What follows belongs to an exercise in optimizing a design on an open flow for small area and a short achievable clock period; a production flow would make more cautious choices. At most, simulation tests tie the RTL to the original design; equivalence was not proved.

==> inputs of v35 <==
// fir_16tap
module fir_16tap (
	input  wire               clk,
	input  wire               rst,
	input  wire signed [15:0] xin,
	output wire signed [35:0] yout
);
export LEC_CHECK = 0
export CAP_MARGIN = 20
export CORE_MARGIN = 2
export CORE_UTILIZATION = 65
export SLEW_MARGIN = 20
create_clock -name core_clock -period 12.5 [get_ports {clk}]
standard.sh (not shown) runs the stock make flow with config.mk's settings and CLKGATE_MAP_FILE= SYNTH_SCRIPT=/design/flow/synth_recipe.tcl, a recipe that flattens the netlist after the stock synthesis.
==> flow/flow/run.sh <==
#!/bin/bash
# The standard layout, with a tighter setup target for timing repair, small
# port buffers and a clock tree of small buffers without dummy loads.
# make's output goes to make.log.
set -euo pipefail
bash standard.sh \
  SETUP_SLACK_MARGIN=8.8 \
  "BUFFER_PORTS_ARGS=-buffer_cell sky130_fd_sc_hd__buf_2" \
  "CTS_ARGS=-sink_clustering_enable -repair_clock_nets -dont_use_dummy_load -buf_list {sky130_fd_sc_hd__clkbuf_8} -sink_clustering_size 20 -sink_clustering_max_diameter 50" \
  finish > make.log 2>&1
==> v39: changes against v35 <==
==> flow/flow/run.sh (replaced) <==
#!/bin/bash
# The standard layout, with a tighter setup target for timing repair, small
# port buffers and no dummy clock loads.  make's output goes to make.log.
set -euo pipefail
bash standard.sh \
  SETUP_SLACK_MARGIN=8.8 \
  "BUFFER_PORTS_ARGS=-buffer_cell sky130_fd_sc_hd__buf_2" \
  "CTS_ARGS=-sink_clustering_enable -repair_clock_nets -dont_use_dummy_load" \
  finish > make.log 2>&1
--- a/flow/config.mk
+++ b/flow/config.mk
@@ -9,3 +9,6 @@
 export CORE_MARGIN = 2
-export CORE_UTILIZATION = 65
+export CORE_UTILIZATION = 40
+export CTS_BUF_LIST = sky130_fd_sc_hd__clkbuf_4 sky130_fd_sc_hd__clkbuf_8
+export CTS_CLUSTER_DIAMETER = 80
+export CTS_CLUSTER_SIZE = 30
 export SLEW_MARGIN = 20
==> v24: changes against v35 <==
==> flow/flow/run.sh (replaced) <==
#!/bin/bash
# The standard layout, with a tighter setup target for timing repair, small
# port buffers and no dummy clock loads.  make's output goes to make.log.
set -euo pipefail
bash standard.sh \
  SETUP_SLACK_MARGIN=8.8 \
  "BUFFER_PORTS_ARGS=-buffer_cell sky130_fd_sc_hd__buf_2" \
  "CTS_ARGS=-sink_clustering_enable -repair_clock_nets -dont_use_dummy_load" \
  finish > make.log 2>&1
--- a/flow/config.mk
+++ b/flow/config.mk
@@ -9,3 +9,3 @@
 export CORE_MARGIN = 2
-export CORE_UTILIZATION = 65
+export CORE_UTILIZATION = 40
 export SLEW_MARGIN = 20
==> notes <==
- v24 went through all stages and came out clean. v35 completed without violations. v39 ran to the end with no violations.
- Synthesized cell count is the same in v24 and v39.
- Between v35 and v24, the lower setup slack is in v35 (gap 0.069 ns).
- In clock-buffer cell count, v39 and v24 do not differ.
- Die area: v35 is smaller than v24 (38%).
- Core utilization is the same in v39 and v24.
- Between v39 and v35, the lower sequential share of layout area is in v39 (gap 2.9 points).
==> figures <==
quantity                                                     v24               v39              v35
Run status                      no timing/DRC/antenna violations  no timing/DRC/antenna violations  no timing/DRC/antenna violations
Capture endpoint of the worst hold path         d[12][2]$_DFF_P_  d[12][2]$_DFF_P_  d[2][1]$_DFF_P_
Multi-input gate share of the layout cell area            32.28%            32.28%           34.06%
Detailed-routed wire length on met2                      6819 µm           6819 µm          7369 µm
Non-clock buffer count                                        75                75               69
Worst relative slew slack                                 49.38%            49.38%           47.96%
Setup Skew                                            0.03675 ns        0.03675 ns       0.05355 ns
Core area                                            0.02403 mm²       0.02403 mm²      0.01453 mm²
Total track usage                                         12.62%            12.62%           20.27%
Post-route non-filler standard cell count                  1,196             1,196            1,045
Placed insts                                               1,146             1,146            1,006
No run of this note included a check of the RTL's function; only the layout flow was run.

==> inputs of exp/ember <==
==> flow/design.v <==
module fir_16tap (
	input  wire               clk,
	input  wire               rst,
	input  wire signed [15:0] xin,
	output wire signed [35:0] yout
);
reg  [15:0] d [1:14];            
reg  [15:0] m;                   
reg  [22:0] y;
reg  [22:0] u;
reg  [3:0]  cnt;                 
wire [22:0] mx = {{7{m[15]}}, m};
wire [22:0] b  = {y[21:0], 1'b0} - u - {mx[18:0], 4'd0};
wire [22:0] y_n;
fir_add u_add (.a(b), .x(xin), .s(y_n));
integer k;
always @(posedge clk) begin
	d[1] <= xin;
	for (k = 2; k <= 14; k = k + 1)
		d[k] <= d[k-1];
end
always @(posedge clk) begin
	if (rst || !(&cnt[3:1]))
		m <= 16'd0;
	else
		m <= d[14];
end
always @(posedge clk) begin
	if (rst) begin
		cnt <= 4'd0;
		y   <= 23'd0;
		u   <= 23'd0;
	end else begin
		if (!(&cnt))
			cnt <= cnt + 4'd1;
		y   <= y_n;
		u   <= y - {mx[18:0], 4'd0} + mx;
	end
end
assign yout = {{13{y[22]}}, y};
endmodule
module fir_add (
	input  wire [22:0] a,
	input  wire [15:0] x,
	output wire [22:0] s
);
assign s = a + {{7{x[15]}}, x};
endmodule
==> flow/flow/run.sh <==
#!/bin/bash
# The standard layout, with a tighter setup target for timing repair, small
# port buffers and no dummy clock loads.  make's output goes to make.log.
set -euo pipefail
bash standard.sh \
  SETUP_SLACK_MARGIN=9.0 \
  "BUFFER_PORTS_ARGS=-buffer_cell sky130_fd_sc_hd__buf_2" \
  "CTS_ARGS=-sink_clustering_enable -repair_clock_nets -dont_use_dummy_load" \
  finish > make.log 2>&1
==> flow/standard.sh <==
#!/bin/bash
# synth_recipe.tcl (not shown) runs the flow's synth.tcl, then flattens the netlist and writes it again
# the make line also repeats each setting of config.mk as NAME=value (left out here)
make -C /OpenROAD-flow-scripts/flow DESIGN_CONFIG=/design/flow/config.mk WORK_HOME=/design/flow/orfs CLKGATE_MAP_FILE= SYNTH_SCRIPT=/design/flow/synth_recipe.tcl "${@:-finish}"
==> flow/config.mk <==
export PLATFORM = sky130hd
export DESIGN_NAME = fir_16tap
export DESIGN_NICKNAME = fir_16tap
export VERILOG_FILES = /design/flow/design.v
export SDC_FILE = /design/flow/constraint.sdc
export NUM_CORES = 4
export LEC_CHECK = 0
export CAP_MARGIN = 20
export CORE_MARGIN = 2
export CORE_UTILIZATION = 40
export SLEW_MARGIN = 20
export SYNTH_HIERARCHICAL = 1
==> flow/constraint.sdc <==
create_clock -name core_clock -period 12.5 [get_ports {clk}]
set_input_delay 2.5000 -clock core_clock [delete_from_list [all_inputs] [get_ports {clk}]]
set_output_delay 2.5000 -clock core_clock [all_outputs]
set_load 0.01 [all_outputs]
==> inputs of exp/cedar, as changes to exp/ember <==
==> flow/design.v, changed modules only <==
module fir_16tap (
	input  wire               clk,
	input  wire               rst,
	input  wire signed [15:0] xin,
	output wire signed [35:0] yout
);
reg signed [15:0] d [1:14];      
reg signed [15:0] x15;           
reg signed [22:0] y;
reg signed [19:0] w;
reg        [3:0]  cnt;           
wire              v14 = &cnt[3:1];
wire signed [15:0] x14m = v14 ? d[14] : 16'sd0;
integer k;
always @(posedge clk) begin
	d[1] <= xin;
	for (k = 2; k <= 14; k = k + 1)
		d[k] <= d[k-1];
end
always @(posedge clk) begin
	if (rst) begin
		cnt <= 4'd0;
		x15 <= 16'sd0;
		y   <= 23'sd0;
		w   <= 20'sd0;
	end else begin
		if (cnt != 4'd15)
			cnt <= cnt + 4'd1;
		x15 <= x14m;
		y   <= y + w - 23'sd15 * x15 + xin;
		w   <= w - x14m + xin;
	end
end
assign yout = y;
endmodule
// module fir_add removed
==> flow/run.sh (new file) <==
#!/bin/bash
# synth_recipe.tcl (not shown) runs the flow's synth.tcl, then flattens the netlist and writes it again
# the make line also repeats each setting of config.mk as NAME=value (left out here)
make -C /OpenROAD-flow-scripts/flow DESIGN_CONFIG=/design/flow/config.mk WORK_HOME=/design/flow/orfs CLKGATE_MAP_FILE= SYNTH_SCRIPT=/design/flow/synth_recipe.tcl finish
SYNTH_HIERARCHICAL = not set   (was 1)
removed: flow/flow/run.sh
removed: flow/standard.sh
==> inputs of exp/lagoon, as changes to exp/ember <==
==> flow/design.v, changed modules only <==
module fir_16tap (
	input wire				clk,           
	input wire              rst,           
	input wire signed	[15:0]		xin,		 
	output wire signed	[35:0]		yout		 
);
wire signed [15:0]	x_n0,x_n1,x_n2,x_n3,x_n4,x_n5,x_n6,x_n7,x_n8,x_n9,x_n10,x_n11,x_n12,x_n13,x_n14,x_n15;
wire signed [31:0]	y0,y1,y2,y3,y4,y5,y6,y7,y8,y9,y10,y11,y12,y13,y14,y15;
wire signed [15:0] a0,a1,a2,a3,a4,a5,a6,a7,a8,a9,a10,a11,a12,a13,a14,a15;
assign	a0 = 16'd0;			 
assign	a1 = 16'd1;			 
assign	a2 = 16'd2;			 
assign	a3 = 16'd3;			 
assign	a4 = 16'd4;			 
assign	a5 = 16'd5;			 
assign	a6 = 16'd6;			 
assign	a7 = 16'd7;			 
assign	a8 = 16'd8;			 
assign	a9 = 16'd9;			 
assign	a10 = 16'd10;			 
assign	a11 = 16'd11;			 
assign	a12 = 16'd12;			 
assign	a13 = 16'd13;			 
assign	a14 = 16'd14;			 
assign	a15 = 16'd15;			 
assign x_n0=xin;
dff dff1(.rst(rst),.clk(clk),.d(x_n0[15:0]),.q(x_n1[15:0]));
dff dff2(.rst(rst),.clk(clk),.d(x_n1[15:0]),.q(x_n2[15:0]));
dff dff3(.rst(rst),.clk(clk),.d(x_n2[15:0]),.q(x_n3[15:0]));
dff dff4(.rst(rst),.clk(clk),.d(x_n3[15:0]),.q(x_n4[15:0]));
dff dff5(.rst(rst),.clk(clk),.d(x_n4[15:0]),.q(x_n5[15:0]));
dff dff6(.rst(rst),.clk(clk),.d(x_n5[15:0]),.q(x_n6[15:0]));
dff dff7(.rst(rst),.clk(clk),.d(x_n6[15:0]),.q(x_n7[15:0]));
dff dff8(.rst(rst),.clk(clk),.d(x_n7[15:0]),.q(x_n8[15:0]));
dff dff9(.rst(rst),.clk(clk),.d(x_n8[15:0]),.q(x_n9[15:0]));
dff dff10(.rst(rst),.clk(clk),.d(x_n9[15:0]),.q(x_n10[15:0]));
dff dff11(.rst(rst),.clk(clk),.d(x_n10[15:0]),.q(x_n11[15:0]));
dff dff12(.rst(rst),.clk(clk),.d(x_n11[15:0]),.q(x_n12[15:0]));
dff dff13(.rst(rst),.clk(clk),.d(x_n12[15:0]),.q(x_n13[15:0]));
dff dff14(.rst(rst),.clk(clk),.d(x_n13[15:0]),.q(x_n14[15:0]));
dff dff15(.rst(rst),.clk(clk),.d(x_n14[15:0]),.q(x_n15[15:0]));
assign y0=x_n0*a0;
assign y1=x_n1*a1;
assign y2=x_n2*a2;
assign y3=x_n3*a3;
assign y4=x_n4*a4;
assign y5=x_n5*a5;
assign y6=x_n6*a6;
assign y7=x_n7*a7;
assign y8=x_n8*a8;
assign y9=x_n9*a9;
assign y10=x_n10*a10;
assign y11=x_n11*a11;
assign y12=x_n12*a12;
assign y13=x_n13*a13;
assign y14=x_n14*a14;
assign y15=x_n15*a15;
assign yout=y0+y1+y2+y3+y4+y5+y6+y7+y8+y9+y10+y11+y12+y13+y14+y15;
endmodule
module dff (
	input		rst,		 
	input		clk,		 
	input		[15:0]		d,
	output reg	[15:0] 		q
);  
always @ (posedge clk) begin
	if (rst)
		q <= 0;  
    else
		q <= d;
end
endmodule  
// module fir_add removed
==> flow/run.sh (new file) <==
#!/bin/bash
# synth_recipe.tcl (not shown) runs the flow's synth.tcl, then flattens the netlist and writes it again
# the make line also repeats each setting of config.mk as NAME=value (left out here)
make -C /OpenROAD-flow-scripts/flow DESIGN_CONFIG=/design/flow/config.mk WORK_HOME=/design/flow/orfs CLKGATE_MAP_FILE= SYNTH_SCRIPT=/design/flow/synth_recipe.tcl finish
SYNTH_HIERARCHICAL = not set   (was 1)
removed: flow/flow/run.sh
removed: flow/standard.sh
==> results.txt <==
metric	exp/lagoon	exp/cedar	exp/ember
Count of warnings emitted by yosys	1	2	8
FMAX	0.0821 GHz	0.150 GHz	0.244 GHz
TAP cells	846	390	335
Number of filler cells placed in the layout	5992	2691	2195
Core ar.	63200 um^2	29400 um^2	26200 um^2
Combined buffer and inverter count along the critical path	9	3	1
Most common cell after layout, fill and taps aside	sky130_fd_sc_hd__inv_1	sky130_fd_sc_hd__dfxtp_1	sky130_fd_sc_hd__dfxtp_1
Worst Setup Slack post-DPL	0.212 ns	5.20 ns	7.95 ns
Outcome	no timing/DRC/antenna violations	no timing/DRC/antenna violations	no timing/DRC/antenna violations
Post-Route M1 WL	24500 um	10100 um	9880 um
Number of nets in the finished design	3438	1309	1196
Flop-to-flop setup slack	11.51 ns	7.87 ns	8.41 ns
Footprint of the flip-flops and latches	4810 um^2	5750 um^2	5880 um^2
GR met2 Demand/Resource	0.348	0.215	0.245
Met3 wirelength from detailed routing	1360 um	853 um	947 um
Total die area	66200 um^2	31000 um^2	28200 um^2
Initial cell density of the core	0.406	0.403	0.410
Worst Path Max Fanout	6	11	7
The RTL of exp/ember and exp/cedar was laid out without a check of its function.

==> inputs of harbor <==
RTL: the design.v shown in full above, as it stands there.
export LEC_CHECK = 0
export CAP_MARGIN = 20
export CORE_MARGIN = 2
export CORE_UTILIZATION = 40
export SLEW_MARGIN = 20
export SYNTH_HIERARCHICAL = 1
create_clock -name core_clock -period 12.5 [get_ports {clk}]
run.sh (not shown) runs the stock make flow with config.mk's settings and CLKGATE_MAP_FILE= SYNTH_SCRIPT=/design/flow/synth_recipe.tcl, a recipe that flattens the netlist after the stock synthesis.
Stock flow here: none of the scripts above is used.
==> garnet: changes against harbor <==
==> flow/design.v, changed modules only <==
module fir_16tap (
	input  wire               clk,
	input  wire               rst,
	input  wire signed [15:0] xin,
	output wire signed [35:0] yout
);
reg  [15:0] d [1:14];            
reg  [15:0] m;                   
reg  [22:0] y;
reg  [22:0] v;
reg  [3:0]  cnt;                 
wire        mv = &cnt[3:1];      
wire [15:0] mn = mv ? d[14] : 16'd0;
wire [22:0] b;
wire [22:0] y_n;
fir_add2 u_b   (.a({y[21:0], 1'b0}), .b(v), .s(b));
fir_addx u_add (.a(b), .x(xin), .s(y_n));
integer k;
always @(posedge clk) begin
	d[1] <= xin;
	for (k = 2; k <= 14; k = k + 1)
		d[k] <= d[k-1];
end
always @(posedge clk) begin
	if (rst) begin
		cnt <= 4'd0;
		m   <= 16'd0;
		y   <= 23'd0;
		v   <= 23'd0;
	end else begin
		if (!(&cnt))
			cnt <= cnt + 4'd1;
		m   <= mn;
		y   <= y_n;
		v   <= {{3{m[15]}}, m, 4'd0} - {{7{m[15]}}, m} - y - {{3{mn[15]}}, mn, 4'd0};
	end
end
assign yout = {{13{y[22]}}, y};
endmodule
module fir_add2 (
	input  wire [22:0] a,
	input  wire [22:0] b,
	output wire [22:0] s
);
assign s = a + b;
endmodule
module fir_addx (
	input  wire [22:0] a,
	input  wire [15:0] x,
	output wire [22:0] s
);
assign s = a + {{7{x[15]}}, x};
endmodule
// module fir_add removed
==> flow/flow/run.sh (new file) <==
#!/bin/bash
# The standard layout, with a tighter setup target for timing repair, small
# port buffers and no dummy clock loads.  make's output goes to make.log.
set -euo pipefail
bash standard.sh \
  SETUP_SLACK_MARGIN=8.8 \
  "BUFFER_PORTS_ARGS=-buffer_cell sky130_fd_sc_hd__buf_2" \
  "CTS_ARGS=-sink_clustering_enable -repair_clock_nets -dont_use_dummy_load" \
  finish > make.log 2>&1
==> flow/standard.sh (new file) <==
#!/bin/bash
# synth_recipe.tcl (not shown) runs the flow's synth.tcl, then flattens the netlist and writes it again
# the make line also repeats each setting of config.mk as NAME=value (left out here)
make -C /OpenROAD-flow-scripts/flow DESIGN_CONFIG=/design/flow/config.mk WORK_HOME=/design/flow/orfs CLKGATE_MAP_FILE= SYNTH_SCRIPT=/design/flow/synth_recipe.tcl "${@:-finish}"
removed: flow/run.sh
==> run_results.csv <==
group,metric,value,unit
finish,drive_above_1_share,0.277,
global_routing,grt_pass1_wl,37400,um
drt,routedWlPerCell,15.2,um
sta,clock_skew,0.0510,ns
finish,n_all_buffers,103,
global_routing,grt_max_degree,74,
finish,bufAreaShareNonClock,0.0499,
synth,synth_top_area_share,0.511,
clock_network,cts_resized,86,
sta,worst_slack,8.55,ns
global_routing,grt_pass1_vias,7497,
critical_path,reg2reg_setup_slack,8.55,ns
drt,drt-vias-per-instance,4.86,
run_status,outcome,"no timing/DRC/antenna violations",
# the run above: garnet

==> run_results.csv <==
group,metric,value,unit
run_status,outcome,"no timing/DRC/antenna violations",
finish,drive_above_1_share,0.0753,
global_routing,grt_pass1_vias,6319,
clock_network,cts_resized,0,
sta,clock_skew,0.0270,ns
global_routing,grt_pass1_wl,31700,um
synth,synth_top_area_share,0.541,
critical_path,reg2reg_setup_slack,7.80,ns
global_routing,grt_max_degree,56,
# the run above: harbor

Function was not checked in any run of this note: the RTL went through the layout flow alone.

[port drivers added, routing unchanged]
The results above use ideal ports. As a check the final layouts listed here were re-extracted and re-timed, cells and wires unchanged.
Step 1, drivers: a clkbuf_16 drives clk and a buf_2 each remaining input, both assumed.
Step 2 times the ports against the registers' clock, not the clock port: input delays grow and output delays shrink by t, the midpoint of the rising clock arrivals with the driver on.
Slacks: ideal / step 1 / step 2; pairs: ideal / step 1.
| run | t (ns) | slack for setup (ns) | worst hold slack (ns) | slew at the worst register clock pin (ns) |
|---|---|---|---|---|
| v35 | 0.549 | 8.011 / 8.012 / 7.463 | 0.297 / 0.297 / 0.297 | 0.11 / 0.11 |
| v39 | 0.572 | 8.080 / 8.090 / 7.518 | 0.287 / 0.287 / 0.287 | 0.06 / 0.06 |
| v24 | 0.572 | 8.080 / 8.090 / 7.518 | 0.287 / 0.287 / 0.287 | 0.06 / 0.06 |
| exp/ember | 0.577 | 8.408 / 8.408 / 7.985 | 0.301 / 0.301 / 0.301 | 0.06 / 0.06 |
| exp/cedar | 0.607 | 5.848 / 5.875 / 5.268 | 0.318 / 0.318 / 0.318 | 0.07 / 0.07 |
| exp/lagoon | 0.635 | 0.323 / 0.265 / 0.900 | 0.447 / 0.447 / 0.447 | 0.07 / 0.07 |
| harbor | 0.576 | 7.802 / 7.802 / 7.281 | 0.323 / 0.323 / 0.323 | 0.07 / 0.07 |
| garnet | 0.568 | 8.547 / 8.547 / 8.017 | 0.281 / 0.281 / 0.281 | 0.06 / 0.06 |
After both steps setup and hold are still met in every run listed. For exp/cedar, which loses most, drivers alone change the setup slack by +0.027 ns; drivers and shift together by -0.580 ns.
